What follows belongs to an exercise in optimizing a design on an open flow for small area; a production flow would make more cautious choices. Only simulation tests tie the RTL to the original design; equivalence was not proved. Power is estimated from default activity; no workload was simulated.

File: design/flow/flow/dz.tcl
# Sourced at the end of ORFS's global route step (POST_GLOBAL_ROUTE_TCL), on the
# repaired design with global-route parasitics. Synthesis and repair leave many
# gates and buffers larger than their paths need. Try each such instance (not
# flip-flops, not the clock tree, not port buffers) at the smaller sizes of its
# cell, smallest first, and keep the first that leaves: the worst setup slack and
# the total negative slack no worse, no max-slew or max-capacitance violation, the
# worst slew slack at least 0.3 ns (or no worse than before), and setup slack at
# the instance's output of at least 0.3 ns.
proc dz_state {} {
  estimate_parasitics -global_routing
  return [list [sta::worst_slack_cmd max] [sta::total_negative_slack_cmd max] \
            [sta::max_slew_violation_count] [sta::max_capacitance_violation_count] \
            [sta::max_slew_check_slack]]
}

global_route -start_incremental
set base [dz_state]
puts "dz start: $base"
set ws0 [lindex $base 0]
set tns0 [lindex $base 1]
set slew_floor [expr {min(0.3, [lindex $base 4])}]
set changed 0
set tried 0
set area_saved 0.0
foreach inst [get_cells *] {
  set m [get_property $inst ref_name]
  if {![regexp {^(sky130_fd_sc_hd__([a-z0-9]+))_([0-9]+)$} $m -> fam short size]} { continue }
  if {[regexp {^(df|edf|sdf|dl|clk|conb|tap|fill|decap|diode)} $short]} { continue }
  set name [get_property $inst full_name]
  if {[regexp {^(input|output)[0-9]+$} $name]} { continue }
  set opins [get_pins -of_objects $inst -filter "direction == output"]
  if {[llength $opins] != 1} { continue }
  set cur_area [get_property [get_lib_cells $m] area]
  set cands {}
  foreach lc [get_lib_cells ${fam}_*] {
    set ln [get_property $lc name]
    if {![regexp "^${fam}_(\[0-9\]+)\$" $ln]} { continue }
    set a [get_property $lc area]
    if {$a < $cur_area - 1e-6} { lappend cands [list $a $ln] }
  }
  if {[llength $cands] == 0} { continue }
  incr tried
  foreach c [lsort -real -index 0 $cands] {
    set cand [lindex $c 1]
    if {[catch {replace_cell $inst $cand}]} { continue }
    set s [dz_state]
    set ps [get_property $opins slack_max]
    if {[lindex $s 0] >= $ws0 - 1e-13 && [lindex $s 1] >= $tns0 - 1e-13
        && [lindex $s 2] == 0 && [lindex $s 3] == 0 && [lindex $s 4] >= $slew_floor
        && $ps >= 0.3} {
      incr changed
      set area_saved [expr {$area_saved + $cur_area - [lindex $c 0]}]
      puts "dz: $name $m -> $cand"
      break
    }
    replace_cell $inst $m
  }
}
set s [dz_state]
puts "dz end: $s; changed $changed of $tried, area saved $area_saved"
detailed_placement
global_route -end_incremental
estimate_parasitics -global_routing
File: design/flow/flow/run.sh
#!/bin/bash
# The standard layout (the standard.sh, with its synthesis unchanged), with:
#  - plain buf_1 cells as the input/output port buffers,
#  - a clock tree of clkbuf_8 cells in sink clusters of up to 18, without dummy loads,
#  - after global routing, flow/dz.tcl swaps gates repair or synthesis upsized for smaller sizes
#    where timing, slew and capacitance allow (its output is in the global route log).
# make's full output goes to flow_make.log in this folder.
set -euo pipefail
bash standard.sh \
  "BUFFER_PORTS_ARGS=-buffer_cell sky130_fd_sc_hd__buf_1" \
  "CTS_ARGS=-sink_clustering_enable -repair_clock_nets -buf_list sky130_fd_sc_hd__clkbuf_8 -sink_clustering_size 18 -sink_clustering_max_diameter 55 -dont_use_dummy_load" \
  "POST_GLOBAL_ROUTE_TCL=$PWD/flow/dz.tcl" \
  finish > flow_make.log 2>&1
File: design/flow/design.v
module rf_aoi222 (
    input  logic s0, d0, s1, d1, s2, d2,
    output logic y_n
);
  assign y_n = ~((s0 & d0) | (s1 & d1) | (s2 & d2));
endmodule
module rf_aoi22 (
    input  logic s0, d0, s1, d1,
    output logic y_n
);
  assign y_n = ~((s0 & d0) | (s1 & d1));
endmodule
module rf_nand4 (
    input  logic a, b, c, d,
    output logic y
);
  assign y = ~(a & b & c & d);
endmodule
module rf_nand3 (
    input  logic a, b, c,
    output logic y
);
  assign y = ~(a & b & c);
endmodule
module rf_or3 (
    input  logic a, b, c,
    output logic y
);
  assign y = a | b | c;
endmodule
module rf_rmux32 (
    input  logic [31:0] sel,
    input  logic [31:0] d,
    output logic        y
);
  logic [10:0] t_n;
  logic [2:0]  p;
  genvar g;
  generate
    for (g = 0; g < 10; g++) begin : aoi
      rf_aoi222 u (.s0(sel[3*g]), .d0(d[3*g]), .s1(sel[3*g+1]), .d1(d[3*g+1]),
                   .s2(sel[3*g+2]), .d2(d[3*g+2]), .y_n(t_n[g]));
    end
  endgenerate
  rf_aoi22 u_last (.s0(sel[30]), .d0(d[30]), .s1(sel[31]), .d1(d[31]), .y_n(t_n[10]));
  rf_nand4 u_p0 (.a(t_n[0]), .b(t_n[1]), .c(t_n[2]),  .d(t_n[3]), .y(p[0]));
  rf_nand4 u_p1 (.a(t_n[4]), .b(t_n[5]), .c(t_n[6]),  .d(t_n[7]), .y(p[1]));
  rf_nand3 u_p2 (.a(t_n[8]), .b(t_n[9]), .c(t_n[10]), .y(p[2]));
  rf_or3   u_y  (.a(p[0]), .b(p[1]), .c(p[2]), .y(y));
endmodule
module rf_wcell (
    input  logic we, we_n, d, q,
    output logic y
);
  assign y = (we & d) | (we_n & q);
endmodule
module alu_xor2 (input logic a, b, output logic y);
  assign y = a ^ b;
endmodule
module alu_xnor2 (input logic a, b, output logic y);
  assign y = ~(a ^ b);
endmodule
module alu_nand3 (input logic a, b, c, output logic y);
  assign y = ~(a & b & c);
endmodule
module alu_nand2 (input logic a, b, output logic y);
  assign y = ~(a & b);
endmodule
module alu_nor2 (input logic a, b, output logic y);
  assign y = ~(a | b);
endmodule
module alu_inv (input logic a, output logic y);
  assign y = ~a;
endmodule
module alu_aoi21 (input logic a1, a2, b1, output logic y);
  assign y = ~((a1 & a2) | b1);
endmodule
module alu_oai21 (input logic a1, a2, b1, output logic y);
  assign y = ~((a1 | a2) & b1);
endmodule
module alu_g0 (input logic a, tn, arith, cin, output logic y);
  assign y = ~((a & tn & arith) | (~tn & cin));
endmodule
module alu_cout (input logic arith, tn, c, output logic y);
  assign y = arith & ~(tn ^ c);
endmodule
module alu
#(
    parameter DATA_WIDTH    = 32
)
(
    input  logic                  clk,
    input  logic                  rst_n,
    input  logic [1:0]            op_i,
    input  logic [DATA_WIDTH-1:0] data_a_i,
    input  logic [DATA_WIDTH-1:0] data_b_i,
    output logic [DATA_WIDTH-1:0] data_c_o,
    output logic                  c_o
);
  logic sub, arith, op_and;
  assign sub    = ~op_i[1] & op_i[0];
  assign arith  = ~op_i[1];
  assign op_and = op_i[1] & op_i[0];
  logic tn0;
  logic gn0;
  logic tn1;
  logic gn1;
  logic tn2;
  logic gn2;
  logic tn3;
  logic gn3;
  logic tn4;
  logic gn4;
  logic tn5;
  logic gn5;
  logic tn6;
  logic gn6;
  logic tn7;
  logic gn7;
  logic tn8;
  logic gn8;
  logic tn9;
  logic gn9;
  logic tn10;
  logic gn10;
  logic tn11;
  logic gn11;
  logic tn12;
  logic gn12;
  logic tn13;
  logic gn13;
  logic tn14;
  logic gn14;
  logic tn15;
  logic gn15;
  logic tn16;
  logic gn16;
  logic tn17;
  logic gn17;
  logic tn18;
  logic gn18;
  logic tn19;
  logic gn19;
  logic tn20;
  logic gn20;
  logic tn21;
  logic gn21;
  logic tn22;
  logic gn22;
  logic tn23;
  logic gn23;
  logic tn24;
  logic gn24;
  logic tn25;
  logic gn25;
  logic tn26;
  logic gn26;
  logic tn27;
  logic gn27;
  logic tn28;
  logic gn28;
  logic tn29;
  logic gn29;
  logic tn30;
  logic gn30;
  logic tn31;
  logic gn31;
  logic g10_0;
  alu_oai21 u1 (.a1(tn1), .a2(gn0), .b1(gn1), .y(g10_0));
  logic p10_0;
  alu_nor2 u2 (.a(tn1), .b(tn0), .y(p10_0));
  logic g32_0;
  alu_oai21 u3 (.a1(tn3), .a2(gn2), .b1(gn3), .y(g32_0));
  logic p32_0;
  alu_nor2 u4 (.a(tn3), .b(tn2), .y(p32_0));
  logic gn2_i;
  alu_inv u5 (.a(gn2), .y(gn2_i));
  logic tn2_i;
  alu_inv u6 (.a(tn2), .y(tn2_i));
  logic g210_0;
  alu_aoi21 u7 (.a1(tn2_i), .a2(g10_0), .b1(gn2_i), .y(g210_0));
  logic p210_0;
  alu_nand2 u8 (.a(tn2_i), .b(p10_0), .y(p210_0));
  logic gb0;
  alu_aoi21 u9 (.a1(p32_0), .a2(g10_0), .b1(g32_0), .y(gb0));
  logic pb0;
  alu_nand2 u10 (.a(p32_0), .b(p10_0), .y(pb0));
  logic g10_1;
  alu_oai21 u11 (.a1(tn5), .a2(gn4), .b1(gn5), .y(g10_1));
  logic p10_1;
  alu_nor2 u12 (.a(tn5), .b(tn4), .y(p10_1));
  logic g32_1;
  alu_oai21 u13 (.a1(tn7), .a2(gn6), .b1(gn7), .y(g32_1));
  logic p32_1;
  alu_nor2 u14 (.a(tn7), .b(tn6), .y(p32_1));
  logic gn6_i;
  alu_inv u15 (.a(gn6), .y(gn6_i));
  logic tn6_i;
  alu_inv u16 (.a(tn6), .y(tn6_i));
  logic g210_1;
  alu_aoi21 u17 (.a1(tn6_i), .a2(g10_1), .b1(gn6_i), .y(g210_1));
  logic p210_1;
  alu_nand2 u18 (.a(tn6_i), .b(p10_1), .y(p210_1));
  logic gb1;
  alu_aoi21 u19 (.a1(p32_1), .a2(g10_1), .b1(g32_1), .y(gb1));
  logic pb1;
  alu_nand2 u20 (.a(p32_1), .b(p10_1), .y(pb1));
  logic g10_2;
  alu_oai21 u21 (.a1(tn9), .a2(gn8), .b1(gn9), .y(g10_2));
  logic p10_2;
  alu_nor2 u22 (.a(tn9), .b(tn8), .y(p10_2));
  logic g32_2;
  alu_oai21 u23 (.a1(tn11), .a2(gn10), .b1(gn11), .y(g32_2));
  logic p32_2;
  alu_nor2 u24 (.a(tn11), .b(tn10), .y(p32_2));
  logic gn10_i;
  alu_inv u25 (.a(gn10), .y(gn10_i));
  logic tn10_i;
  alu_inv u26 (.a(tn10), .y(tn10_i));
  logic g210_2;
  alu_aoi21 u27 (.a1(tn10_i), .a2(g10_2), .b1(gn10_i), .y(g210_2));
  logic p210_2;
  alu_nand2 u28 (.a(tn10_i), .b(p10_2), .y(p210_2));
  logic gb2;
  alu_aoi21 u29 (.a1(p32_2), .a2(g10_2), .b1(g32_2), .y(gb2));
  logic pb2;
  alu_nand2 u30 (.a(p32_2), .b(p10_2), .y(pb2));
  logic g10_3;
  alu_oai21 u31 (.a1(tn13), .a2(gn12), .b1(gn13), .y(g10_3));
  logic p10_3;
  alu_nor2 u32 (.a(tn13), .b(tn12), .y(p10_3));
  logic g32_3;
  alu_oai21 u33 (.a1(tn15), .a2(gn14), .b1(gn15), .y(g32_3));
  logic p32_3;
  alu_nor2 u34 (.a(tn15), .b(tn14), .y(p32_3));
  logic gn14_i;
  alu_inv u35 (.a(gn14), .y(gn14_i));
  logic tn14_i;
  alu_inv u36 (.a(tn14), .y(tn14_i));
  logic g210_3;
  alu_aoi21 u37 (.a1(tn14_i), .a2(g10_3), .b1(gn14_i), .y(g210_3));
  logic p210_3;
  alu_nand2 u38 (.a(tn14_i), .b(p10_3), .y(p210_3));
  logic gb3;
  alu_aoi21 u39 (.a1(p32_3), .a2(g10_3), .b1(g32_3), .y(gb3));
  logic pb3;
  alu_nand2 u40 (.a(p32_3), .b(p10_3), .y(pb3));
  logic g10_4;
  alu_oai21 u41 (.a1(tn17), .a2(gn16), .b1(gn17), .y(g10_4));
  logic p10_4;
  alu_nor2 u42 (.a(tn17), .b(tn16), .y(p10_4));
  logic g32_4;
  alu_oai21 u43 (.a1(tn19), .a2(gn18), .b1(gn19), .y(g32_4));
  logic p32_4;
  alu_nor2 u44 (.a(tn19), .b(tn18), .y(p32_4));
  logic gn18_i;
  alu_inv u45 (.a(gn18), .y(gn18_i));
  logic tn18_i;
  alu_inv u46 (.a(tn18), .y(tn18_i));
  logic g210_4;
  alu_aoi21 u47 (.a1(tn18_i), .a2(g10_4), .b1(gn18_i), .y(g210_4));
  logic p210_4;
  alu_nand2 u48 (.a(tn18_i), .b(p10_4), .y(p210_4));
  logic gb4;
  alu_aoi21 u49 (.a1(p32_4), .a2(g10_4), .b1(g32_4), .y(gb4));
  logic pb4;
  alu_nand2 u50 (.a(p32_4), .b(p10_4), .y(pb4));
  logic g10_5;
  alu_oai21 u51 (.a1(tn21), .a2(gn20), .b1(gn21), .y(g10_5));
  logic p10_5;
  alu_nor2 u52 (.a(tn21), .b(tn20), .y(p10_5));
  logic g32_5;
  alu_oai21 u53 (.a1(tn23), .a2(gn22), .b1(gn23), .y(g32_5));
  logic p32_5;
  alu_nor2 u54 (.a(tn23), .b(tn22), .y(p32_5));
  logic gn22_i;
  alu_inv u55 (.a(gn22), .y(gn22_i));
  logic tn22_i;
  alu_inv u56 (.a(tn22), .y(tn22_i));
  logic g210_5;
  alu_aoi21 u57 (.a1(tn22_i), .a2(g10_5), .b1(gn22_i), .y(g210_5));
  logic p210_5;
  alu_nand2 u58 (.a(tn22_i), .b(p10_5), .y(p210_5));
  logic gb5;
  alu_aoi21 u59 (.a1(p32_5), .a2(g10_5), .b1(g32_5), .y(gb5));
  logic pb5;
  alu_nand2 u60 (.a(p32_5), .b(p10_5), .y(pb5));
  logic g10_6;
  alu_oai21 u61 (.a1(tn25), .a2(gn24), .b1(gn25), .y(g10_6));
  logic p10_6;
  alu_nor2 u62 (.a(tn25), .b(tn24), .y(p10_6));
  logic g32_6;
  alu_oai21 u63 (.a1(tn27), .a2(gn26), .b1(gn27), .y(g32_6));
  logic p32_6;
  alu_nor2 u64 (.a(tn27), .b(tn26), .y(p32_6));
  logic gn26_i;
  alu_inv u65 (.a(gn26), .y(gn26_i));
  logic tn26_i;
  alu_inv u66 (.a(tn26), .y(tn26_i));
  logic g210_6;
  alu_aoi21 u67 (.a1(tn26_i), .a2(g10_6), .b1(gn26_i), .y(g210_6));
  logic p210_6;
  alu_nand2 u68 (.a(tn26_i), .b(p10_6), .y(p210_6));
  logic gb6;
  alu_aoi21 u69 (.a1(p32_6), .a2(g10_6), .b1(g32_6), .y(gb6));
  logic pb6;
  alu_nand2 u70 (.a(p32_6), .b(p10_6), .y(pb6));
  logic g10_7;
  alu_oai21 u71 (.a1(tn29), .a2(gn28), .b1(gn29), .y(g10_7));
  logic p10_7;
  alu_nor2 u72 (.a(tn29), .b(tn28), .y(p10_7));
  logic g32_7;
  alu_oai21 u73 (.a1(tn31), .a2(gn30), .b1(gn31), .y(g32_7));
  logic p32_7;
  alu_nor2 u74 (.a(tn31), .b(tn30), .y(p32_7));
  logic gn30_i;
  alu_inv u75 (.a(gn30), .y(gn30_i));
  logic tn30_i;
  alu_inv u76 (.a(tn30), .y(tn30_i));
  logic g210_7;
  alu_aoi21 u77 (.a1(tn30_i), .a2(g10_7), .b1(gn30_i), .y(g210_7));
  logic p210_7;
  alu_nand2 u78 (.a(tn30_i), .b(p10_7), .y(p210_7));
  logic gb7;
  alu_aoi21 u79 (.a1(p32_7), .a2(g10_7), .b1(g32_7), .y(gb7));
  logic pb7;
  alu_nand2 u80 (.a(p32_7), .b(p10_7), .y(pb7));
  logic pg_1_0;
  alu_oai21 u81 (.a1(pb1), .a2(gb0), .b1(gb1), .y(pg_1_0));
  logic pg_3_2;
  alu_oai21 u82 (.a1(pb3), .a2(gb2), .b1(gb3), .y(pg_3_2));
  logic pp_3_2;
  alu_nor2 u83 (.a(pb3), .b(pb2), .y(pp_3_2));
  logic pg_5_4;
  alu_oai21 u84 (.a1(pb5), .a2(gb4), .b1(gb5), .y(pg_5_4));
  logic pp_5_4;
  alu_nor2 u85 (.a(pb5), .b(pb4), .y(pp_5_4));
  logic pg_7_6;
  alu_oai21 u86 (.a1(pb7), .a2(gb6), .b1(gb7), .y(pg_7_6));
  logic pp_7_6;
  alu_nor2 u87 (.a(pb7), .b(pb6), .y(pp_7_6));
  logic gb2_i;
  alu_inv u88 (.a(gb2), .y(gb2_i));
  logic pb2_i;
  alu_inv u89 (.a(pb2), .y(pb2_i));
  logic pg_2_0;
  alu_aoi21 u90 (.a1(pb2_i), .a2(pg_1_0), .b1(gb2_i), .y(pg_2_0));
  logic pg_3_0;
  alu_aoi21 u91 (.a1(pp_3_2), .a2(pg_1_0), .b1(pg_3_2), .y(pg_3_0));
  logic gb6_i;
  alu_inv u92 (.a(gb6), .y(gb6_i));
  logic pb6_i;
  alu_inv u93 (.a(pb6), .y(pb6_i));
  logic pg_6_4;
  alu_aoi21 u94 (.a1(pb6_i), .a2(pg_5_4), .b1(gb6_i), .y(pg_6_4));
  logic pp_6_4;
  alu_nand2 u95 (.a(pb6_i), .b(pp_5_4), .y(pp_6_4));
  logic pg_7_4;
  alu_aoi21 u96 (.a1(pp_7_6), .a2(pg_5_4), .b1(pg_7_6), .y(pg_7_4));
  logic pp_7_4;
  alu_nand2 u97 (.a(pp_7_6), .b(pp_5_4), .y(pp_7_4));
  logic pg_4_0;
  alu_oai21 u98 (.a1(pb4), .a2(pg_3_0), .b1(gb4), .y(pg_4_0));
  logic pg_5_4_i;
  alu_inv u99 (.a(pg_5_4), .y(pg_5_4_i));
  logic pp_5_4_i;
  alu_inv u100 (.a(pp_5_4), .y(pp_5_4_i));
  logic pg_5_0;
  alu_oai21 u101 (.a1(pp_5_4_i), .a2(pg_3_0), .b1(pg_5_4_i), .y(pg_5_0));
  logic pg_6_0;
  alu_oai21 u102 (.a1(pp_6_4), .a2(pg_3_0), .b1(pg_6_4), .y(pg_6_0));
  logic pg_7_0;
  alu_oai21 u103 (.a1(pp_7_4), .a2(pg_3_0), .b1(pg_7_4), .y(pg_7_0));
  logic c5;
  alu_oai21 u104 (.a1(tn4), .a2(gb0), .b1(gn4), .y(c5));
  logic g10_1_i;
  alu_inv u105 (.a(g10_1), .y(g10_1_i));
  logic p10_1_i;
  alu_inv u106 (.a(p10_1), .y(p10_1_i));
  logic c6;
  alu_oai21 u107 (.a1(p10_1_i), .a2(gb0), .b1(g10_1_i), .y(c6));
  logic c7;
  alu_oai21 u108 (.a1(p210_1), .a2(gb0), .b1(g210_1), .y(c7));
  logic gn8_i;
  alu_inv u109 (.a(gn8), .y(gn8_i));
  logic tn8_i;
  alu_inv u110 (.a(tn8), .y(tn8_i));
  logic c9;
  alu_aoi21 u111 (.a1(tn8_i), .a2(pg_1_0), .b1(gn8_i), .y(c9));
  logic c10;
  alu_aoi21 u112 (.a1(p10_2), .a2(pg_1_0), .b1(g10_2), .y(c10));
  logic g210_2_i;
  alu_inv u113 (.a(g210_2), .y(g210_2_i));
  logic p210_2_i;
  alu_inv u114 (.a(p210_2), .y(p210_2_i));
  logic c11;
  alu_aoi21 u115 (.a1(p210_2_i), .a2(pg_1_0), .b1(g210_2_i), .y(c11));
  logic c13;
  alu_oai21 u116 (.a1(tn12), .a2(pg_2_0), .b1(gn12), .y(c13));
  logic g10_3_i;
  alu_inv u117 (.a(g10_3), .y(g10_3_i));
  logic p10_3_i;
  alu_inv u118 (.a(p10_3), .y(p10_3_i));
  logic c14;
  alu_oai21 u119 (.a1(p10_3_i), .a2(pg_2_0), .b1(g10_3_i), .y(c14));
  logic c15;
  alu_oai21 u120 (.a1(p210_3), .a2(pg_2_0), .b1(g210_3), .y(c15));
  logic c17;
  alu_oai21 u121 (.a1(tn16), .a2(pg_3_0), .b1(gn16), .y(c17));
  logic g10_4_i;
  alu_inv u122 (.a(g10_4), .y(g10_4_i));
  logic p10_4_i;
  alu_inv u123 (.a(p10_4), .y(p10_4_i));
  logic c18;
  alu_oai21 u124 (.a1(p10_4_i), .a2(pg_3_0), .b1(g10_4_i), .y(c18));
  logic c19;
  alu_oai21 u125 (.a1(p210_4), .a2(pg_3_0), .b1(g210_4), .y(c19));
  logic gn20_i;
  alu_inv u126 (.a(gn20), .y(gn20_i));
  logic tn20_i;
  alu_inv u127 (.a(tn20), .y(tn20_i));
  logic c21;
  alu_aoi21 u128 (.a1(tn20_i), .a2(pg_4_0), .b1(gn20_i), .y(c21));
  logic c22;
  alu_aoi21 u129 (.a1(p10_5), .a2(pg_4_0), .b1(g10_5), .y(c22));
  logic g210_5_i;
  alu_inv u130 (.a(g210_5), .y(g210_5_i));
  logic p210_5_i;
  alu_inv u131 (.a(p210_5), .y(p210_5_i));
  logic c23;
  alu_aoi21 u132 (.a1(p210_5_i), .a2(pg_4_0), .b1(g210_5_i), .y(c23));
  logic gn24_i;
  alu_inv u133 (.a(gn24), .y(gn24_i));
  logic tn24_i;
  alu_inv u134 (.a(tn24), .y(tn24_i));
  logic c25;
  alu_aoi21 u135 (.a1(tn24_i), .a2(pg_5_0), .b1(gn24_i), .y(c25));
  logic c26;
  alu_aoi21 u136 (.a1(p10_6), .a2(pg_5_0), .b1(g10_6), .y(c26));
  logic g210_6_i;
  alu_inv u137 (.a(g210_6), .y(g210_6_i));
  logic p210_6_i;
  alu_inv u138 (.a(p210_6), .y(p210_6_i));
  logic c27;
  alu_aoi21 u139 (.a1(p210_6_i), .a2(pg_5_0), .b1(g210_6_i), .y(c27));
  logic gn28_i;
  alu_inv u140 (.a(gn28), .y(gn28_i));
  logic tn28_i;
  alu_inv u141 (.a(tn28), .y(tn28_i));
  logic c29;
  alu_aoi21 u142 (.a1(tn28_i), .a2(pg_6_0), .b1(gn28_i), .y(c29));
  logic c30;
  alu_aoi21 u143 (.a1(p10_7), .a2(pg_6_0), .b1(g10_7), .y(c30));
  logic g210_7_i;
  alu_inv u144 (.a(g210_7), .y(g210_7_i));
  logic p210_7_i;
  alu_inv u145 (.a(p210_7), .y(p210_7_i));
  logic c31;
  alu_aoi21 u146 (.a1(p210_7_i), .a2(pg_6_0), .b1(g210_7_i), .y(c31));
  logic x0, hn0, sn0;
  alu_xor2  ux0 (.a(data_a_i[0]), .b(data_b_i[0]), .y(x0));
  alu_xnor2 ut0 (.a(x0), .b(sub), .y(tn0));
  alu_g0    ug0 (.a(data_a_i[0]), .tn(tn0), .arith(arith), .cin(sub), .y(gn0));
  alu_nand3 uh0 (.a(data_a_i[0]), .b(tn0), .c(op_and), .y(hn0));
  logic x1, hn1, sn1;
  alu_xor2  ux1 (.a(data_a_i[1]), .b(data_b_i[1]), .y(x1));
  alu_xnor2 ut1 (.a(x1), .b(sub), .y(tn1));
  alu_nand3 ug1 (.a(data_a_i[1]), .b(tn1), .c(arith), .y(gn1));
  alu_nand3 uh1 (.a(data_a_i[1]), .b(tn1), .c(op_and), .y(hn1));
  logic x2, hn2, sn2;
  alu_xor2  ux2 (.a(data_a_i[2]), .b(data_b_i[2]), .y(x2));
  alu_xnor2 ut2 (.a(x2), .b(sub), .y(tn2));
  alu_nand3 ug2 (.a(data_a_i[2]), .b(tn2), .c(arith), .y(gn2));
  alu_nand3 uh2 (.a(data_a_i[2]), .b(tn2), .c(op_and), .y(hn2));
  logic x3, hn3, sn3;
  alu_xor2  ux3 (.a(data_a_i[3]), .b(data_b_i[3]), .y(x3));
  alu_xnor2 ut3 (.a(x3), .b(sub), .y(tn3));
  alu_nand3 ug3 (.a(data_a_i[3]), .b(tn3), .c(arith), .y(gn3));
  alu_nand3 uh3 (.a(data_a_i[3]), .b(tn3), .c(op_and), .y(hn3));
  logic x4, hn4, sn4;
  alu_xor2  ux4 (.a(data_a_i[4]), .b(data_b_i[4]), .y(x4));
  alu_xnor2 ut4 (.a(x4), .b(sub), .y(tn4));
  alu_nand3 ug4 (.a(data_a_i[4]), .b(tn4), .c(arith), .y(gn4));
  alu_nand3 uh4 (.a(data_a_i[4]), .b(tn4), .c(op_and), .y(hn4));
  logic x5, hn5, sn5;
  alu_xor2  ux5 (.a(data_a_i[5]), .b(data_b_i[5]), .y(x5));
  alu_xnor2 ut5 (.a(x5), .b(sub), .y(tn5));
  alu_nand3 ug5 (.a(data_a_i[5]), .b(tn5), .c(arith), .y(gn5));
  alu_nand3 uh5 (.a(data_a_i[5]), .b(tn5), .c(op_and), .y(hn5));
  logic x6, hn6, sn6;
  alu_xor2  ux6 (.a(data_a_i[6]), .b(data_b_i[6]), .y(x6));
  alu_xnor2 ut6 (.a(x6), .b(sub), .y(tn6));
  alu_nand3 ug6 (.a(data_a_i[6]), .b(tn6), .c(arith), .y(gn6));
  alu_nand3 uh6 (.a(data_a_i[6]), .b(tn6), .c(op_and), .y(hn6));
  logic x7, hn7, sn7;
  alu_xor2  ux7 (.a(data_a_i[7]), .b(data_b_i[7]), .y(x7));
  alu_xnor2 ut7 (.a(x7), .b(sub), .y(tn7));
  alu_nand3 ug7 (.a(data_a_i[7]), .b(tn7), .c(arith), .y(gn7));
  alu_nand3 uh7 (.a(data_a_i[7]), .b(tn7), .c(op_and), .y(hn7));
  logic x8, hn8, sn8;
  alu_xor2  ux8 (.a(data_a_i[8]), .b(data_b_i[8]), .y(x8));
  alu_xnor2 ut8 (.a(x8), .b(sub), .y(tn8));
  alu_nand3 ug8 (.a(data_a_i[8]), .b(tn8), .c(arith), .y(gn8));
  alu_nand3 uh8 (.a(data_a_i[8]), .b(tn8), .c(op_and), .y(hn8));
  logic x9, hn9, sn9;
  alu_xor2  ux9 (.a(data_a_i[9]), .b(data_b_i[9]), .y(x9));
  alu_xnor2 ut9 (.a(x9), .b(sub), .y(tn9));
  alu_nand3 ug9 (.a(data_a_i[9]), .b(tn9), .c(arith), .y(gn9));
  alu_nand3 uh9 (.a(data_a_i[9]), .b(tn9), .c(op_and), .y(hn9));
  logic x10, hn10, sn10;
  alu_xor2  ux10 (.a(data_a_i[10]), .b(data_b_i[10]), .y(x10));
  alu_xnor2 ut10 (.a(x10), .b(sub), .y(tn10));
  alu_nand3 ug10 (.a(data_a_i[10]), .b(tn10), .c(arith), .y(gn10));
  alu_nand3 uh10 (.a(data_a_i[10]), .b(tn10), .c(op_and), .y(hn10));
  logic x11, hn11, sn11;
  alu_xor2  ux11 (.a(data_a_i[11]), .b(data_b_i[11]), .y(x11));
  alu_xnor2 ut11 (.a(x11), .b(sub), .y(tn11));
  alu_nand3 ug11 (.a(data_a_i[11]), .b(tn11), .c(arith), .y(gn11));
  alu_nand3 uh11 (.a(data_a_i[11]), .b(tn11), .c(op_and), .y(hn11));
  logic x12, hn12, sn12;
  alu_xor2  ux12 (.a(data_a_i[12]), .b(data_b_i[12]), .y(x12));
  alu_xnor2 ut12 (.a(x12), .b(sub), .y(tn12));
  alu_nand3 ug12 (.a(data_a_i[12]), .b(tn12), .c(arith), .y(gn12));
  alu_nand3 uh12 (.a(data_a_i[12]), .b(tn12), .c(op_and), .y(hn12));
  logic x13, hn13, sn13;
  alu_xor2  ux13 (.a(data_a_i[13]), .b(data_b_i[13]), .y(x13));
  alu_xnor2 ut13 (.a(x13), .b(sub), .y(tn13));
  alu_nand3 ug13 (.a(data_a_i[13]), .b(tn13), .c(arith), .y(gn13));
  alu_nand3 uh13 (.a(data_a_i[13]), .b(tn13), .c(op_and), .y(hn13));
  logic x14, hn14, sn14;
  alu_xor2  ux14 (.a(data_a_i[14]), .b(data_b_i[14]), .y(x14));
  alu_xnor2 ut14 (.a(x14), .b(sub), .y(tn14));
  alu_nand3 ug14 (.a(data_a_i[14]), .b(tn14), .c(arith), .y(gn14));
  alu_nand3 uh14 (.a(data_a_i[14]), .b(tn14), .c(op_and), .y(hn14));
  logic x15, hn15, sn15;
  alu_xor2  ux15 (.a(data_a_i[15]), .b(data_b_i[15]), .y(x15));
  alu_xnor2 ut15 (.a(x15), .b(sub), .y(tn15));
  alu_nand3 ug15 (.a(data_a_i[15]), .b(tn15), .c(arith), .y(gn15));
  alu_nand3 uh15 (.a(data_a_i[15]), .b(tn15), .c(op_and), .y(hn15));
  logic x16, hn16, sn16;
  alu_xor2  ux16 (.a(data_a_i[16]), .b(data_b_i[16]), .y(x16));
  alu_xnor2 ut16 (.a(x16), .b(sub), .y(tn16));
  alu_nand3 ug16 (.a(data_a_i[16]), .b(tn16), .c(arith), .y(gn16));
  alu_nand3 uh16 (.a(data_a_i[16]), .b(tn16), .c(op_and), .y(hn16));
  logic x17, hn17, sn17;
  alu_xor2  ux17 (.a(data_a_i[17]), .b(data_b_i[17]), .y(x17));
  alu_xnor2 ut17 (.a(x17), .b(sub), .y(tn17));
  alu_nand3 ug17 (.a(data_a_i[17]), .b(tn17), .c(arith), .y(gn17));
  alu_nand3 uh17 (.a(data_a_i[17]), .b(tn17), .c(op_and), .y(hn17));
  logic x18, hn18, sn18;
  alu_xor2  ux18 (.a(data_a_i[18]), .b(data_b_i[18]), .y(x18));
  alu_xnor2 ut18 (.a(x18), .b(sub), .y(tn18));
  alu_nand3 ug18 (.a(data_a_i[18]), .b(tn18), .c(arith), .y(gn18));
  alu_nand3 uh18 (.a(data_a_i[18]), .b(tn18), .c(op_and), .y(hn18));
  logic x19, hn19, sn19;
  alu_xor2  ux19 (.a(data_a_i[19]), .b(data_b_i[19]), .y(x19));
  alu_xnor2 ut19 (.a(x19), .b(sub), .y(tn19));
  alu_nand3 ug19 (.a(data_a_i[19]), .b(tn19), .c(arith), .y(gn19));
  alu_nand3 uh19 (.a(data_a_i[19]), .b(tn19), .c(op_and), .y(hn19));
  logic x20, hn20, sn20;
  alu_xor2  ux20 (.a(data_a_i[20]), .b(data_b_i[20]), .y(x20));
  alu_xnor2 ut20 (.a(x20), .b(sub), .y(tn20));
  alu_nand3 ug20 (.a(data_a_i[20]), .b(tn20), .c(arith), .y(gn20));
  alu_nand3 uh20 (.a(data_a_i[20]), .b(tn20), .c(op_and), .y(hn20));
  logic x21, hn21, sn21;
  alu_xor2  ux21 (.a(data_a_i[21]), .b(data_b_i[21]), .y(x21));
  alu_xnor2 ut21 (.a(x21), .b(sub), .y(tn21));
  alu_nand3 ug21 (.a(data_a_i[21]), .b(tn21), .c(arith), .y(gn21));
  alu_nand3 uh21 (.a(data_a_i[21]), .b(tn21), .c(op_and), .y(hn21));
  logic x22, hn22, sn22;
  alu_xor2  ux22 (.a(data_a_i[22]), .b(data_b_i[22]), .y(x22));
  alu_xnor2 ut22 (.a(x22), .b(sub), .y(tn22));
  alu_nand3 ug22 (.a(data_a_i[22]), .b(tn22), .c(arith), .y(gn22));
  alu_nand3 uh22 (.a(data_a_i[22]), .b(tn22), .c(op_and), .y(hn22));
  logic x23, hn23, sn23;
  alu_xor2  ux23 (.a(data_a_i[23]), .b(data_b_i[23]), .y(x23));
  alu_xnor2 ut23 (.a(x23), .b(sub), .y(tn23));
  alu_nand3 ug23 (.a(data_a_i[23]), .b(tn23), .c(arith), .y(gn23));
  alu_nand3 uh23 (.a(data_a_i[23]), .b(tn23), .c(op_and), .y(hn23));
  logic x24, hn24, sn24;
  alu_xor2  ux24 (.a(data_a_i[24]), .b(data_b_i[24]), .y(x24));
  alu_xnor2 ut24 (.a(x24), .b(sub), .y(tn24));
  alu_nand3 ug24 (.a(data_a_i[24]), .b(tn24), .c(arith), .y(gn24));
  alu_nand3 uh24 (.a(data_a_i[24]), .b(tn24), .c(op_and), .y(hn24));
  logic x25, hn25, sn25;
  alu_xor2  ux25 (.a(data_a_i[25]), .b(data_b_i[25]), .y(x25));
  alu_xnor2 ut25 (.a(x25), .b(sub), .y(tn25));
  alu_nand3 ug25 (.a(data_a_i[25]), .b(tn25), .c(arith), .y(gn25));
  alu_nand3 uh25 (.a(data_a_i[25]), .b(tn25), .c(op_and), .y(hn25));
  logic x26, hn26, sn26;
  alu_xor2  ux26 (.a(data_a_i[26]), .b(data_b_i[26]), .y(x26));
  alu_xnor2 ut26 (.a(x26), .b(sub), .y(tn26));
  alu_nand3 ug26 (.a(data_a_i[26]), .b(tn26), .c(arith), .y(gn26));
  alu_nand3 uh26 (.a(data_a_i[26]), .b(tn26), .c(op_and), .y(hn26));
  logic x27, hn27, sn27;
  alu_xor2  ux27 (.a(data_a_i[27]), .b(data_b_i[27]), .y(x27));
  alu_xnor2 ut27 (.a(x27), .b(sub), .y(tn27));
  alu_nand3 ug27 (.a(data_a_i[27]), .b(tn27), .c(arith), .y(gn27));
  alu_nand3 uh27 (.a(data_a_i[27]), .b(tn27), .c(op_and), .y(hn27));
  logic x28, hn28, sn28;
  alu_xor2  ux28 (.a(data_a_i[28]), .b(data_b_i[28]), .y(x28));
  alu_xnor2 ut28 (.a(x28), .b(sub), .y(tn28));
  alu_nand3 ug28 (.a(data_a_i[28]), .b(tn28), .c(arith), .y(gn28));
  alu_nand3 uh28 (.a(data_a_i[28]), .b(tn28), .c(op_and), .y(hn28));
  logic x29, hn29, sn29;
  alu_xor2  ux29 (.a(data_a_i[29]), .b(data_b_i[29]), .y(x29));
  alu_xnor2 ut29 (.a(x29), .b(sub), .y(tn29));
  alu_nand3 ug29 (.a(data_a_i[29]), .b(tn29), .c(arith), .y(gn29));
  alu_nand3 uh29 (.a(data_a_i[29]), .b(tn29), .c(op_and), .y(hn29));
  logic x30, hn30, sn30;
  alu_xor2  ux30 (.a(data_a_i[30]), .b(data_b_i[30]), .y(x30));
  alu_xnor2 ut30 (.a(x30), .b(sub), .y(tn30));
  alu_nand3 ug30 (.a(data_a_i[30]), .b(tn30), .c(arith), .y(gn30));
  alu_nand3 uh30 (.a(data_a_i[30]), .b(tn30), .c(op_and), .y(hn30));
  logic x31, hn31, sn31;
  alu_xor2  ux31 (.a(data_a_i[31]), .b(data_b_i[31]), .y(x31));
  alu_xnor2 ut31 (.a(x31), .b(sub), .y(tn31));
  alu_nand3 ug31 (.a(data_a_i[31]), .b(tn31), .c(arith), .y(gn31));
  alu_nand3 uh31 (.a(data_a_i[31]), .b(tn31), .c(op_and), .y(hn31));
  alu_xor2  us0 (.a(tn0), .b(sub), .y(sn0));
  alu_oai21 uo0 (.a1(op_and), .a2(sn0), .b1(hn0), .y(data_c_o[0]));
  alu_xnor2 us1 (.a(tn1), .b(gn0), .y(sn1));
  alu_oai21 uo1 (.a1(op_and), .a2(sn1), .b1(hn1), .y(data_c_o[1]));
  alu_xor2  us2 (.a(tn2), .b(g10_0), .y(sn2));
  alu_oai21 uo2 (.a1(op_and), .a2(sn2), .b1(hn2), .y(data_c_o[2]));
  alu_xnor2 us3 (.a(tn3), .b(g210_0), .y(sn3));
  alu_oai21 uo3 (.a1(op_and), .a2(sn3), .b1(hn3), .y(data_c_o[3]));
  alu_xnor2 us4 (.a(tn4), .b(gb0), .y(sn4));
  alu_oai21 uo4 (.a1(op_and), .a2(sn4), .b1(hn4), .y(data_c_o[4]));
  alu_xor2  us5 (.a(tn5), .b(c5), .y(sn5));
  alu_oai21 uo5 (.a1(op_and), .a2(sn5), .b1(hn5), .y(data_c_o[5]));
  alu_xor2  us6 (.a(tn6), .b(c6), .y(sn6));
  alu_oai21 uo6 (.a1(op_and), .a2(sn6), .b1(hn6), .y(data_c_o[6]));
  alu_xor2  us7 (.a(tn7), .b(c7), .y(sn7));
  alu_oai21 uo7 (.a1(op_and), .a2(sn7), .b1(hn7), .y(data_c_o[7]));
  alu_xor2  us8 (.a(tn8), .b(pg_1_0), .y(sn8));
  alu_oai21 uo8 (.a1(op_and), .a2(sn8), .b1(hn8), .y(data_c_o[8]));
  alu_xnor2 us9 (.a(tn9), .b(c9), .y(sn9));
  alu_oai21 uo9 (.a1(op_and), .a2(sn9), .b1(hn9), .y(data_c_o[9]));
  alu_xnor2 us10 (.a(tn10), .b(c10), .y(sn10));
  alu_oai21 uo10 (.a1(op_and), .a2(sn10), .b1(hn10), .y(data_c_o[10]));
  alu_xnor2 us11 (.a(tn11), .b(c11), .y(sn11));
  alu_oai21 uo11 (.a1(op_and), .a2(sn11), .b1(hn11), .y(data_c_o[11]));
  alu_xnor2 us12 (.a(tn12), .b(pg_2_0), .y(sn12));
  alu_oai21 uo12 (.a1(op_and), .a2(sn12), .b1(hn12), .y(data_c_o[12]));
  alu_xor2  us13 (.a(tn13), .b(c13), .y(sn13));
  alu_oai21 uo13 (.a1(op_and), .a2(sn13), .b1(hn13), .y(data_c_o[13]));
  alu_xor2  us14 (.a(tn14), .b(c14), .y(sn14));
  alu_oai21 uo14 (.a1(op_and), .a2(sn14), .b1(hn14), .y(data_c_o[14]));
  alu_xor2  us15 (.a(tn15), .b(c15), .y(sn15));
  alu_oai21 uo15 (.a1(op_and), .a2(sn15), .b1(hn15), .y(data_c_o[15]));
  alu_xnor2 us16 (.a(tn16), .b(pg_3_0), .y(sn16));
  alu_oai21 uo16 (.a1(op_and), .a2(sn16), .b1(hn16), .y(data_c_o[16]));
  alu_xor2  us17 (.a(tn17), .b(c17), .y(sn17));
  alu_oai21 uo17 (.a1(op_and), .a2(sn17), .b1(hn17), .y(data_c_o[17]));
  alu_xor2  us18 (.a(tn18), .b(c18), .y(sn18));
  alu_oai21 uo18 (.a1(op_and), .a2(sn18), .b1(hn18), .y(data_c_o[18]));
  alu_xor2  us19 (.a(tn19), .b(c19), .y(sn19));
  alu_oai21 uo19 (.a1(op_and), .a2(sn19), .b1(hn19), .y(data_c_o[19]));
  alu_xor2  us20 (.a(tn20), .b(pg_4_0), .y(sn20));
  alu_oai21 uo20 (.a1(op_and), .a2(sn20), .b1(hn20), .y(data_c_o[20]));
  alu_xnor2 us21 (.a(tn21), .b(c21), .y(sn21));
  alu_oai21 uo21 (.a1(op_and), .a2(sn21), .b1(hn21), .y(data_c_o[21]));
  alu_xnor2 us22 (.a(tn22), .b(c22), .y(sn22));
  alu_oai21 uo22 (.a1(op_and), .a2(sn22), .b1(hn22), .y(data_c_o[22]));
  alu_xnor2 us23 (.a(tn23), .b(c23), .y(sn23));
  alu_oai21 uo23 (.a1(op_and), .a2(sn23), .b1(hn23), .y(data_c_o[23]));
  alu_xor2  us24 (.a(tn24), .b(pg_5_0), .y(sn24));
  alu_oai21 uo24 (.a1(op_and), .a2(sn24), .b1(hn24), .y(data_c_o[24]));
  alu_xnor2 us25 (.a(tn25), .b(c25), .y(sn25));
  alu_oai21 uo25 (.a1(op_and), .a2(sn25), .b1(hn25), .y(data_c_o[25]));
  alu_xnor2 us26 (.a(tn26), .b(c26), .y(sn26));
  alu_oai21 uo26 (.a1(op_and), .a2(sn26), .b1(hn26), .y(data_c_o[26]));
  alu_xnor2 us27 (.a(tn27), .b(c27), .y(sn27));
  alu_oai21 uo27 (.a1(op_and), .a2(sn27), .b1(hn27), .y(data_c_o[27]));
  alu_xor2  us28 (.a(tn28), .b(pg_6_0), .y(sn28));
  alu_oai21 uo28 (.a1(op_and), .a2(sn28), .b1(hn28), .y(data_c_o[28]));
  alu_xnor2 us29 (.a(tn29), .b(c29), .y(sn29));
  alu_oai21 uo29 (.a1(op_and), .a2(sn29), .b1(hn29), .y(data_c_o[29]));
  alu_xnor2 us30 (.a(tn30), .b(c30), .y(sn30));
  alu_oai21 uo30 (.a1(op_and), .a2(sn30), .b1(hn30), .y(data_c_o[30]));
  alu_xnor2 us31 (.a(tn31), .b(c31), .y(sn31));
  alu_oai21 uo31 (.a1(op_and), .a2(sn31), .b1(hn31), .y(data_c_o[31]));
  alu_cout  ucout (.arith(arith), .tn(tn31), .c(pg_7_0), .y(c_o));
endmodule
module top
#(
    parameter ADDR_WIDTH    = 5,
    parameter DATA_WIDTH    = 32
)
(
    input  logic                  clk,
    input  logic                  rst_n,
    input  logic [1:0]            op_i,
    input  logic [ADDR_WIDTH-1:0] raddr_a_i,
    output logic [DATA_WIDTH-1:0] rdata_a_o,
    input  logic [ADDR_WIDTH-1:0] raddr_b_i,
    output logic [DATA_WIDTH-1:0] rdata_b_o,
    input  logic [ADDR_WIDTH-1:0] waddr_c_i,
    input  logic [DATA_WIDTH-1:0] wdata_c_i,
    input  logic                  we_c_i,
    output logic [DATA_WIDTH-1:0] data_c_o,
    output logic                  c_o
);
  localparam NUM_WORDS = 2**ADDR_WIDTH;
  logic [NUM_WORDS-1:0][DATA_WIDTH-1:0] mem, mem_d;
  logic [NUM_WORDS-1:0]                 valid;
  logic [NUM_WORDS-1:0]                 we_dec, we_dec_n;
  logic [NUM_WORDS-1:0]                 sel_a, sel_b;
  always_comb begin
    for (int i = 0; i < NUM_WORDS; i++) begin
      we_dec[i]   = we_c_i && (waddr_c_i == i);
      we_dec_n[i] = ~we_dec[i];
      sel_a[i]    = valid[i] && (raddr_a_i == i);
      sel_b[i]    = valid[i] && (raddr_b_i == i);
    end
  end
  always_ff @(posedge clk or negedge rst_n) begin
    if (!rst_n) valid <= '0;
    else        valid <= valid | we_dec;
  end
  always_ff @(posedge clk) begin
    mem <= mem_d;
  end
  genvar g, b;
  generate
    for (g = 0; g < NUM_WORDS; g++) begin : wr_gen
      for (b = 0; b < DATA_WIDTH; b++) begin : bit_gen
        rf_wcell u_w (.we(we_dec[g]), .we_n(we_dec_n[g]), .d(wdata_c_i[b]),
                      .q(mem[g][b]), .y(mem_d[g][b]));
      end
    end
    for (b = 0; b < DATA_WIDTH; b++) begin : rd_gen
      logic [NUM_WORDS-1:0] col;
      for (g = 0; g < NUM_WORDS; g++) begin : col_gen
        assign col[g] = mem[g][b];
      end
      rf_rmux32 u_ra (.sel(sel_a), .d(col), .y(rdata_a_o[b]));
      rf_rmux32 u_rb (.sel(sel_b), .d(col), .y(rdata_b_o[b]));
    end
  endgenerate
  alu i_alu (
      .clk      ( clk       ),
      .rst_n    ( rst_n     ),
      .op_i     ( op_i      ),
      .data_a_i ( rdata_a_o ),
      .data_b_i ( rdata_b_o ),
      .data_c_o ( data_c_o  ),
      .c_o      ( c_o       )
  );
endmodule
File: design/flow/config.mk
export PLATFORM = sky130hd
export DESIGN_NAME = top
export DESIGN_NICKNAME = top
export VERILOG_FILES = /design/flow/design.v
export SDC_FILE = /design/flow/constraint.sdc
export NUM_CORES = 4
export LEC_CHECK = 0
export CAP_MARGIN = 0
export CORE_MARGIN = 2
export CORE_UTILIZATION = 40
export GPL_TIMING_DRIVEN = 0
export SETUP_SLACK_MARGIN = 0.15
export SLEW_MARGIN = 0
export SYNTH_HIERARCHICAL = 1
File: design/flow/standard.sh
#!/bin/bash
# synth_recipe.tcl (not shown) runs the flow's synth.tcl, then flattens the netlist and writes it again
# the make line also repeats each setting of config.mk as NAME=value (left out here)
make -C /OpenROAD-flow-scripts/flow DESIGN_CONFIG=/design/flow/config.mk WORK_HOME=/design/flow/orfs CLKGATE_MAP_FILE= SYNTH_SCRIPT=/design/flow/synth_recipe.tcl "${@:-finish}"
File: design/flow/constraint.sdc
create_clock -name core_clock -period 9.0 [get_ports {clk}]
set_input_delay 1.8000 -clock core_clock [delete_from_list [all_inputs] [get_ports {clk}]]
set_output_delay 1.8000 -clock core_clock [all_outputs]
set_load 0.01 [all_outputs]
==> impl_metrics.json, run 1 <==
{
  "rrSetupSlack_ps": 8100,
  "cts_resized": 49,
  "ys.flop_type": "dfxtp_1",
  "power_leakage_nw": 18.8,
  "first_pass_iters": 13,
  "drc_errors": 0,
  "fmax_mhz": 114,
  "top_layer": "met5",
  "vias": 42000,
  "r2r-start": "valid[3]",
  "drive_above_1_share_pct": 8.99,
  "wl_per_cell_um": 38.7,
  "violations": "capacitance limit, slew limit",
  "clock_latency_ps": 830,
  "grt_use_total_pct": 36.3,
  "die_x_um": 330,
  "fp-row-count": 119,
  "cts_sinks": 1056,
  "start_util_pct": 40.4,
  "wl_met1_mm": 77.9,
  "power.density_nw_per_um2": 233,
  "cts_buffers": 97,
  "syn_nets": 3662,
  "synth_edf_count": 0,
  "synthDistinctLibCells": 39,
  "skew_ps": 0,
  "ant_nets": 0,
  "status": "failed layout checks",
  "core_um2": 105000,
  "viasPerCell": 7.82,
  "maxCapViolCount": 1,
  "worstHoldStart": "valid[5]",
  "vdd_drop_max_mv": 0.159,
  "cts_hold_buffers": 0,
  "grt_pass1_vias": 39000,
  "antenna_found_initial": 36,
  "clockBufferDepth": 3,
  "dieArea_um2": 109000,
  "drt-total-wl_mm": 208,
  "finalCriticalPeriod_ps": 8750,
  "slew_headroom_pct": -0.310,
  "wl_met2_mm": 84.7,
  "cp-startpoint": "raddr_b_i[2]",
  "layout_common_cells": "a22o_1, dfxtp_1, a222oi_1",
  "clk_root_buffer_cell": "clkbuf_8",
  "yosys_warnings": 7,
  "yosysSeqAreaShare_pct": 50.1,
  "grt_remaining_overflow": 0,
  "cp-start-kind": "primary input",
  "grt_max_degree": 34,
  "finalCritPeriodShare_pct": 97.2,
  "synth-async-reset-ratio_pct": 3.03,
  "h-tree-depth": 3,
  "hold_viol_final": 0,
  "clk_pin_slew_ps": 60,
  "worstReg2RegEnd": "valid[3]",
  "endpoint": "data_c_o[15]",
  "syn_area_per_cell_um2": 11.8,
  "required_ps": 7200,
  "dpl.cell_count": 5244,
  "min_path_type": "flip-flop to flip-flop",
  "reg2regPathDepth": 1,
  "post_cts_buffers": 2,
  "die_h_um": 330,
  "drt_iter0_markers": 9532,
  "nets": 4013,
  "synth_area_um2": 42500,
  "layout-area-overhead-vs-synth_pct": 10.8,
  "crit_type": "primary input to output port",
  "critPathMaxFanout": 32,
  "portBuffers": 148,
  "tns_ps": 0,
  "io_pins": 149,
  "wl_met3_mm": 31.4,
  "final_max_slew_viol_count": 16,
  "synth-seq-cells": 1056,
  "critPathArrivalTime_ps": 6950,
  "syn-instance-count": 3610,
  "worstMarginPinSlew_ps": 1500,
  "endpoint_kind": "output port",
  "place_hpwl_mm": 123,
  "stdcell_count": 5370,
  "place_congestion": 0.937,
  "finalSetupViolCount": 0,
  "grt_pass1_wl_mm": 287,
  "cts_tree": "done"
}
cell families (layout without fill, tap and decap cells):
family	after synthesis	in the layout	share of synthesized area [%]
compound gates	1858	1858	40.1
flops	1056	1056	50.1
xor+xnor	97	97	2.00
other cells	0	20	0
simple gates	533	537	7.13
buf+inv	66	411	0.645
how the worst min path moves through the flow:
stage	slack, ps	to	cells past startpoint
global placement	440	valid[27]	1
CTS	460	valid[5]	1
floorplan	430	valid[0]	1
finish	470	valid[5]	1
detailed placement	450	valid[5]	1
routing by layer:
layer / up-vias / track usage [%]
li1: 17000 / -
met1: 20600 / 46.5
met2: 3554 / 51.3
met3: 739 / 13.8
met4: 30 / 22.6
met5: - / 0
flip-flops by register name (all words and copies together) (netlist names):
| name | count |
|---|---|
| mem | 1024 |
| valid | 32 |
report_power, final:
part	switching [W]	leakage, nW	internal (W)
Combinational	0.00113	9.22	0.000942
Sequential	0.000730	8.89	0.00561
Clock	0.00159	0.698	0.000957
modules after synthesis, one instance, submodules excluded, excerpt:
module     cell area (um^2)  times used
rf_aoi22               12.5          64
alu_xnor2              8.76          49
alu_nor2               3.75          18
top                   22700           1
alu_inv                3.75          44
rf_or3                 6.26          64
rf_nand4               6.26         128
alu_nand3              5.00          63
alu_aoi21              8.76          32
alu_xor2               8.76          47
worst max-delay path, stage by stage:
cell	delay [ps]
buf_2	180
nor3b_2	210
and3_2	250
buf_12	190
a222oi_1	560
nand4_1	680
or3_4	630
xor2_2	200
xnor2_2	230
nor2b_1	90
a31oi_2	220
o21ai_2	130
a21oi_4	250
o21ai_4	130
a21oi_2	260
o21ai_1	170
xor2_1	200
o21ai_2	300
clkbuf_2	220
layout make-up:
type                       instances  area [um^2]
fill                            9861        58200
sequential                      1056        21300
multi-input combinational       2492        21000
tap                             1391         1740
timing repair buffer             248         1380
clock buffer                      97         1340
inverter                          45          169
buffer                            21         80.1
antenna                           20         50.0
through the flow:
| stage | hold WS (ps) | util [%] | total power (W) | setup slack [ps] | area [um^2] |
|---|---|---|---|---|---|
| 3_3_place_gp | 443 | 42.5 | 0.00829 | -2070 | 44800 |
| 4_1_cts | 461 | 46.4 | 0.0109 | 158 | 48800 |
| 3_5_place_dp | 449 | 44.9 | 0.00840 | -992 | 47300 |
| 2_1_floorplan | 433 | - | 0.00759 | 710 | 42500 |
| 6_report | 467 | 44.7 | 0.0110 | 254 | 47100 |
cell usage after synthesis, types with 4 or more instances:
cell type	n	share of area [%]
a222oi_1	640	15
dfxtp_1	1024	48
nand3_1	127	1.5
nor3b_1	6	0.11
or3_1	64	0.94
and3_1	66	0.97
nor2b_1	8	0.12
inv_1	45	0.40
a21oi_2	32	0.66
clkbuf_1	9	0.080
a22o_1	1024	21
buf_2	8	0.094
nor2_1	49	0.43
xnor2_1	50	1.0
and3b_1	6	0.12
nor2_2	4	0.059
a21o_1	32	0.57
o21ai_1	65	0.77
nand4_1	129	1.9
a22oi_2	64	1.9
xor2_1	47	0.97
nand2_1	49	0.43
dfrtp_1	32	1.9
==> inputs of run 2 (changes only) <==
--- a/design/flow/flow/dz.tcl
+++ b/design/flow/flow/dz.tcl
@@ -4,8 +4,8 @@
 # flip-flops, not the clock tree, not port buffers) at the smaller sizes of its
 # cell, smallest first, and keep the first that leaves: the worst setup slack and
 # the total negative slack no worse, no max-slew or max-capacitance violation, the
-# worst slew slack at least 0.3 ns (or no worse than before), and setup slack at
-# the instance's output of at least 0.3 ns.
+# no more pins over 80% of the slew limit (1.2 ns) than before, setup slack at
+# the instance's output of at least 0.2 ns.
 proc dz_state {} {
   estimate_parasitics -global_routing
   return [list [sta::worst_slack_cmd max] [sta::total_negative_slack_cmd max] \
@@ -14,11 +14,13 @@
 }
 
 global_route -start_incremental
+set_max_transition 1.2 [current_design]
 set base [dz_state]
 puts "dz start: $base"
 set ws0 [lindex $base 0]
 set tns0 [lindex $base 1]
-set slew_floor [expr {min(0.3, [lindex $base 4])}]
+set slew_floor -1e9
+set slew0 [lindex $base 2]
 set changed 0
 set tried 0
 set area_saved 0.0
@@ -46,8 +48,8 @@
     set s [dz_state]
     set ps [get_property $opins slack_max]
     if {[lindex $s 0] >= $ws0 - 1e-13 && [lindex $s 1] >= $tns0 - 1e-13
-        && [lindex $s 2] == 0 && [lindex $s 3] == 0 && [lindex $s 4] >= $slew_floor
-        && $ps >= 0.3} {
+        && [lindex $s 2] <= $slew0 && [lindex $s 3] == 0 && [lindex $s 4] >= $slew_floor
+        && $ps >= 0.2} {
       incr changed
       set area_saved [expr {$area_saved + $cur_area - [lindex $c 0]}]
       puts "dz: $name $m -> $cand"
@@ -58,6 +60,7 @@
 }
 set s [dz_state]
 puts "dz end: $s; changed $changed of $tried, area saved $area_saved"
+set_max_transition 1.5 [current_design]
 detailed_placement
 global_route -end_incremental
 estimate_parasitics -global_routing
==> design/flow/config.mk (replaced) <==
export PLATFORM = sky130hd
export DESIGN_NAME = top
export DESIGN_NICKNAME = top
export VERILOG_FILES = /design/flow/design.v
export SDC_FILE = /design/flow/constraint.sdc
export NUM_CORES = 4
export LEC_CHECK = 0
export CAP_MARGIN = 20
export CORE_MARGIN = 2
export CORE_UTILIZATION = 40
export GPL_TIMING_DRIVEN = 0
export SETUP_SLACK_MARGIN = 0.08
export SLEW_MARGIN = 20
export SYNTH_HIERARCHICAL = 1
==> impl_metrics.json, run 2 <==
{
  "cts_sinks": 1056,
  "drt-total-wl_mm": 208,
  "skew_ps": 0,
  "syn_nets": 3662,
  "drive_above_1_share_pct": 10.4,
  "grt_remaining_overflow": 0,
  "finalSetupViolCount": 0,
  "slew_headroom_pct": 13.0,
  "critPathMaxFanout": 20,
  "ys.flop_type": "dfxtp_1",
  "finalCritPeriodShare_pct": 97.9,
  "slowest_delay_ps": 770,
  "dpl.cell_count": 5304,
  "die_x_um": 330,
  "placed_cell_area_um2": 48900,
  "synth_edf_count": 0,
  "grt_max_degree": 65,
  "synthDistinctLibCells": 39,
  "yosys_warnings": 7,
  "endpoint_kind": "output port",
  "required_ps": 7200,
  "p_clk_share_pct": 23.7,
  "ys_top_cells_by_count": "a22o_1, dfxtp_1, a222oi_1, nand4_1, nand3_1",
  "die_h_um": 330,
  "cts_resized": 15,
  "portBuffers": 148,
  "regMostFlops": "mem",
  "cts_buffers": 100,
  "cts_tree": "done",
  "fmax_mhz": 113,
  "maxCapViolCount": 0,
  "dieArea_um2": 109000,
  "largest_reg_flops": 1024,
  "first_pass_iters": 12,
  "power_leakage_nw": 19.1,
  "worstReg2RegEnd": "valid[10]",
  "final_max_slew_viol_count": 0,
  "p_seq_share_pct": 57.6,
  "internal_power_w": 0.00754,
  "setup_ws_ps": 187,
  "ant_nets": 0,
  "cp_cell_sequence": "buf_1, nor2b_1, and3_2, buf_12, a222oi_1, nand4_1, or3_1, xor2_1, xnor2_1, nor2_1, nand2_1, o21ai_4, a21oi_4, buf_12, o21ai_4, a21oi_2, xnor2_1, o21ai_1, buf_1",
  "grt_use_total_pct": 36.6,
  "viasPerCell": 7.81,
  "clk_root_buffer_cell": "clkbuf_8",
  "h-tree-depth": 3,
  "yosysSeqAreaShare_pct": 50.1,
  "vdd_drop_max_mv": 0.142,
  "critPathArrivalTime_ps": 7010,
  "design_area_um2": 47500,
  "drc_errors": 0,
  "pwr-share-comb_pct": 18.8,
  "min_path_type": "flip-flop to flip-flop",
  "cp-startpoint": "raddr_b_i[0]",
  "yosysTopAreaCellShare_pct": 48.3,
  "power.density_nw_per_um2": 232,
  "syn-instance-count": 3610,
  "syn_area_per_cell_um2": 11.8,
  "nets": 4075,
  "drt_iter0_markers": 9083,
  "start_util_pct": 40.4,
  "grt_pass1_wl_mm": 290,
  "io_pins": 149,
  "grt_pass1_vias": 39700,
  "clock_latency_ps": 850,
  "synth_top_area_cell": "dfxtp_1",
  "status": "finished clean",
  "synth-async-reset-ratio_pct": 3.03,
  "synth_area_um2": 42500,
  "post-place-ws_ps": -960,
  "crit_type": "primary input to output port",
  "cts_hold_buffers": 0,
  "crit_slowest_cell": "nor2b_1",
  "critical-path-top-delay-family": "simple AND/OR/NAND/NOR gates",
  "r2r-start": "valid[10]",
  "antenna_found_initial": 33,
  "stdcell_count": 5427,
  "worstHoldPathCells": 1,
  "cp-start-kind": "primary input",
  "wl_per_cell_um": 38.2,
  "place_hpwl_mm": 135,
  "swShare_pct": 31.5,
  "finalCriticalPeriod_ps": 8810,
  "layout_common_cells": "a22o_1, dfxtp_1, a222oi_1",
  "reg2regPathDepth": 1,
  "synth-seq-cells": 1056,
  "p_sw_w": 0.00346,
  "tns_ps": 0,
  "synthTopCellsByArea": "dfxtp_1, a22o_1, a222oi_1, nand4_1, a22oi_2",
  "vias": 42400,
  "rrSetupSlack_ps": 8290,
  "clockBufferDepth": 3,
  "place_congestion": 0.937,
  "reg_top3": "mem: 1024 flops, valid: 32 flops",
  "worstHoldStart": "valid[20]",
  "whs_endpoint": "valid[20]",
  "hold_viol_final": 0,
  "post_cts_buffers": 1,
  "fp-row-count": 119,
  "clk_pin_slew_ps": 70,
  "worstMarginPinSlew_ps": 1310,
  "layout-area-overhead-vs-synth_pct": 11.9,
  "crit_buf_inv": 4,
  "core_um2": 105000
}
[run 2: cells by family after synthesis]
group,share of synthesized area [%]
AOI/OAI and AO/OA,40.1
xor gates and xnor gates,2.00
buffers and inverters,0.645
DFF,50.1
and+or+nand+nor,7.13
[run 2: area by class of cell]
class	count	area, um^2
fill	9851	57700
multi-input combinational	2488	20900
buffer	21	80.1
tap	1391	1740
clock buffer	100	1380
timing repair buffer	311	1880
sequential	1056	21300
inverter	45	169
antenna	15	37.5
[run 2: power by group through the flow]
stage | sequential, W | clock (W) | combinational (W)
2_1_floorplan | 0.00623 | 0 | 0.00136
3_3_place_gp | 0.00637 | 0 | 0.00192
3_5_place_dp | 0.00640 | 0 | 0.00206
4_1_cts | 0.00631 | 0.00262 | 0.00207
6_report | 0.00634 | 0.00260 | 0.00206
[run 2: worst max path at each step]
stage	end	slack [ps]	depth (start not counted)
2_1_floorplan	data_c_o[31]	710	12
3_3_place_gp	data_c_o[21]	-2070	17
3_5_place_dp	data_c_o[21]	-960	18
4_1_cts	data_c_o[21]	50	20
6_report	data_c_o[21]	190	19
[run 2: metrics by stage]
step                      power (W)  utilization (%)  hold WS, ps
final                        0.0110             45.1          467
after CTS                    0.0110             47.8          468
after floorplan             0.00759                -          433
after detailed placement    0.00845             46.4          449
after global placement      0.00829             42.5          443
[run 2: per-module statistics from Yosys (local to each module, per instance), excerpt]
module     cells inside  times used
rf_nand4              1         128
alu_xnor2             1          49
alu_nand3             1          63
alu_inv               1          44
rf_nand3              1          64
alu_cout              2           1
alu_g0                2           1
alu_nor2              1          18
alu_xor2              1          47
rf_or3                1          64
alu_aoi21             1          32
top                1285           1
[run 2: metal layers]
metal	part of all wire [%]	wire (um)	global-route usage (%)	vias to the layer above
met2	40	83100	51.2	3661
met3	15	31600	14.5	798
met4	7.3	15200	24.3	30
met1	37	77400	46.2	20800
li1	-	-	-	17100
met5	0.093	194	0	-
==> inputs of run 3 (changes only) <==
==> design/flow/config.mk (replaced) <==
export PLATFORM = sky130hd
export DESIGN_NAME = top
export DESIGN_NICKNAME = top
export VERILOG_FILES = /design/flow/design.v
export SDC_FILE = /design/flow/constraint.sdc
export NUM_CORES = 4
export LEC_CHECK = 0
export CAP_MARGIN = 10
export CORE_MARGIN = 2
export CORE_UTILIZATION = 40
export GPL_TIMING_DRIVEN = 0
export SETUP_SLACK_MARGIN = 0.08
export SLEW_MARGIN = 10
export SYNTH_HIERARCHICAL = 1
==> impl_metrics.json, run 3 <==
{
  "status": "finished clean",
  "tns_ps": 0,
  "regMostFlops": "mem",
  "vdd_drop_max_mv": 0.184,
  "cts_tree": "done",
  "critPathArrivalTime_ps": 7050,
  "core_um2": 105000,
  "worstHoldStart": "valid[16]",
  "clk_root_buffer_cell": "clkbuf_8",
  "post_cts_buffers": 3,
  "ys.flop_type": "dfxtp_1",
  "min_path_type": "flip-flop to flip-flop",
  "pwr-share-comb_pct": 18.8,
  "fp-row-count": 119,
  "rrSetupSlack_ps": 8290,
  "syn_area_per_cell_um2": 11.8,
  "swShare_pct": 31.5,
  "clockBufferDepth": 3,
  "synthDistinctLibCells": 39,
  "cts_buffers": 100,
  "final_util_pct": 45.3,
  "syn_nets": 3662,
  "drt_iter0_markers": 9032,
  "required_ps": 7200,
  "grt_remaining_overflow": 0,
  "layout_common_cells": "a22o_1, dfxtp_1, a222oi_1",
  "synth_top_area_cell": "dfxtp_1",
  "finalSetupViolCount": 0,
  "reg_top3": "mem: 1024 flops, valid: 32 flops",
  "whs_endpoint": "valid[16]",
  "p_sw_w": 0.00347,
  "yosysSeqAreaShare_pct": 50.1,
  "critPathMaxFanout": 20,
  "h-tree-depth": 3,
  "cp-startpoint": "raddr_b_i[1]",
  "cts_resized": 13,
  "nets": 4063,
  "synthTopCellsByArea": "dfxtp_1, a22o_1, a222oi_1, nand4_1, a22oi_2",
  "crit_slowest_cell": "nand4_1",
  "start_util_pct": 40.4,
  "grt_pass1_wl_mm": 290,
  "drt-total-wl_mm": 209,
  "worstHoldPathCells": 1,
  "clk_pin_slew_ps": 70,
  "p_total_w": 0.0110,
  "p_clk_share_pct": 23.6,
  "clock_latency_ps": 810,
  "r2r-start": "valid[9]",
  "grt_use_total_pct": 36.6,
  "worstReg2RegEnd": "valid[9]",
  "yosysTopAreaCellShare_pct": 48.3,
  "place_congestion": 0.937,
  "critical-path-top-delay-family": "simple AND/OR/NAND/NOR gates",
  "dieArea_um2": 109000,
  "cts_sinks": 1056,
  "die_x_um": 330,
  "ys_top_cells_by_count": "a22o_1, dfxtp_1, a222oi_1, nand4_1, nand3_1",
  "finalCriticalPeriod_ps": 8850,
  "vias": 42500,
  "slowest_delay_ps": 680,
  "final_max_slew_viol_count": 0,
  "synth-async-reset-ratio_pct": 3.03,
  "n_fill_cell": 9870,
  "synth_mux_area_share_pct": 0,
  "worstMarginPinSlew_ps": 1230,
  "endpoint_kind": "output port",
  "io_pins": 149,
  "grt_max_degree": 34,
  "first_pass_iters": 13,
  "drive_above_1_share_pct": 10.4,
  "drc_errors": 0,
  "synthXorXnorAreaFrac_pct": 2.00,
  "reg2regPathDepth": 1,
  "skew_ps": 0,
  "fmax_mhz": 113,
  "synth_adder_area_share_pct": 0,
  "p_seq_share_pct": 57.5,
  "power.density_nw_per_um2": 231,
  "crit_buf_inv": 4,
  "synth_compound_area_share_pct": 40.1,
  "finalCritPeriodShare_pct": 98.3,
  "die_h_um": 330,
  "ant_nets": 0,
  "yosys.area_share.simple_pct": 7.13,
  "antenna_found_initial": 33,
  "cts_hold_buffers": 0,
  "crit_type": "primary input to output port",
  "cp_cell_sequence": "buf_1, and2_1, and3_2, buf_12, a222oi_1, nand4_1, or3_4, xor2_1, xnor2_2, nand3_1, o21ai_2, a21oi_2, o21ai_1, a21oi_4, buf_12, o21ai_2, a21oi_2, xnor2_1, o21ai_1, buf_1",
  "synth_top_family_by_area": "compound AO/OA/AOI/OAI gates",
  "power_leakage_nw": 19.2,
  "cp-start-kind": "primary input",
  "largest_reg_flops": 1024,
  "synth_edf_count": 0,
  "synth_area_um2": 42500,
  "portBuffers": 148,
  "grt_pass1_vias": 39100,
  "syn-instance-count": 3610,
  "wl_per_cell_um": 38.6,
  "synth-seq-cells": 1056,
  "slew_headroom_pct": 17.9,
  "hold_viol_final": 0,
  "place_hpwl_mm": 135,
  "yosys_warnings": 7,
  "layout-area-overhead-vs-synth_pct": 12.2,
  "viasPerCell": 7.84,
  "maxCapViolCount": 0,
  "internal_power_w": 0.00755
}
[run 3: cell type report]
| class | instances | area [um^2] | area share, % |
|---|---|---|---|
| sequential | 1056 | 21300 | 44.7 |
| multi-input combinational | 2488 | 20900 | 43.8 |
| timing repair buffer | 299 | 2070 | 4.34 |
| tap | 1391 | 1740 | 3.65 |
| clock buffer | 100 | 1380 | 2.89 |
| inverter | 45 | 169 | 0.355 |
| buffer | 21 | 80.1 | 0.168 |
| antenna | 14 | 35.0 | 0.0735 |
[run 3: modules after synthesis, one instance, submodules excluded, excerpt]
module,area [um^2],cells
top,22700,1285
alu_aoi21,8.76,1
alu_nor2,3.75,1
alu_g0,12.5,2
alu_inv,3.75,1
alu,16.3,3
alu_cout,15.0,2
rf_wcell,8.76,1
alu_xor2,8.76,1
alu_nand2,3.75,1
rf_aoi222,10.0,1
rf_nand4,6.26,1
rf_or3,6.26,1
[run 3: routing by layer]
layer  share of wire (%)  vias to the layer above  track usage, %  wire length (um)
met3                  15                      797            14.4             31800
met1                  37                    20900            46.6             77700
met4                 7.2                       30            23.4             15100
met5               0.093                        -               0               194
li1                    -                    17100               -                 -
met2                  40                     3648            51.2             84100
[run 3: logic make-up (layout without fill, tap and decap cells)]
logic type / after synthesis / after routing
other: 0 / 14
and+or+nand+nor: 533 / 533
buffers and inverters: 66 / 465
xor gates and xnor gates: 97 / 97
DFF: 1056 / 1056
AOI/OAI and AO/OA: 1858 / 1858
[run 3: worst max-delay path by stage]
| stage | end | slack, ps | cells past startpoint |
|---|---|---|---|
| 6_report | data_c_o[21] | 150 | 20 |
| 3_5_place_dp | data_c_o[21] | -940 | 18 |
| 2_1_floorplan | data_c_o[31] | 710 | 12 |
| 3_3_place_gp | data_c_o[21] | -2070 | 17 |
| 4_1_cts | data_c_o[15] | 90 | 19 |
[run 3: power by group through the flow]
stage | Sequential [W] | Combinational, W | Clock [W]
after CTS | 0.00631 | 0.00206 | 0.00260
after global placement | 0.00637 | 0.00192 | 0
after detailed placement | 0.00640 | 0.00204 | 0
after floorplan | 0.00623 | 0.00136 | 0
final | 0.00634 | 0.00207 | 0.00260
[run 3: metrics by stage]
step / worst slack, ps / cell area (um^2) / instances / hold slack, ps
after floorplan: 710 / 42500 / 3610 / 433
after global placement: -2070 / 44800 / 5149 / 443
after detailed placement: -936 / 48500 / 5295 / 454
after CTS: 85.4 / 50000 / 5398 / 465
final: 151 / 47600 / 5414 / 469

Setup slack of run 3, layout unchanged: 0.151 ns with ideal ports, 0.071 ns with driving cells assumed (clock clkbuf_16, inputs buf_2), 0.071 ns with port delays also shifted by the 0.837 ns mid clock arrival.
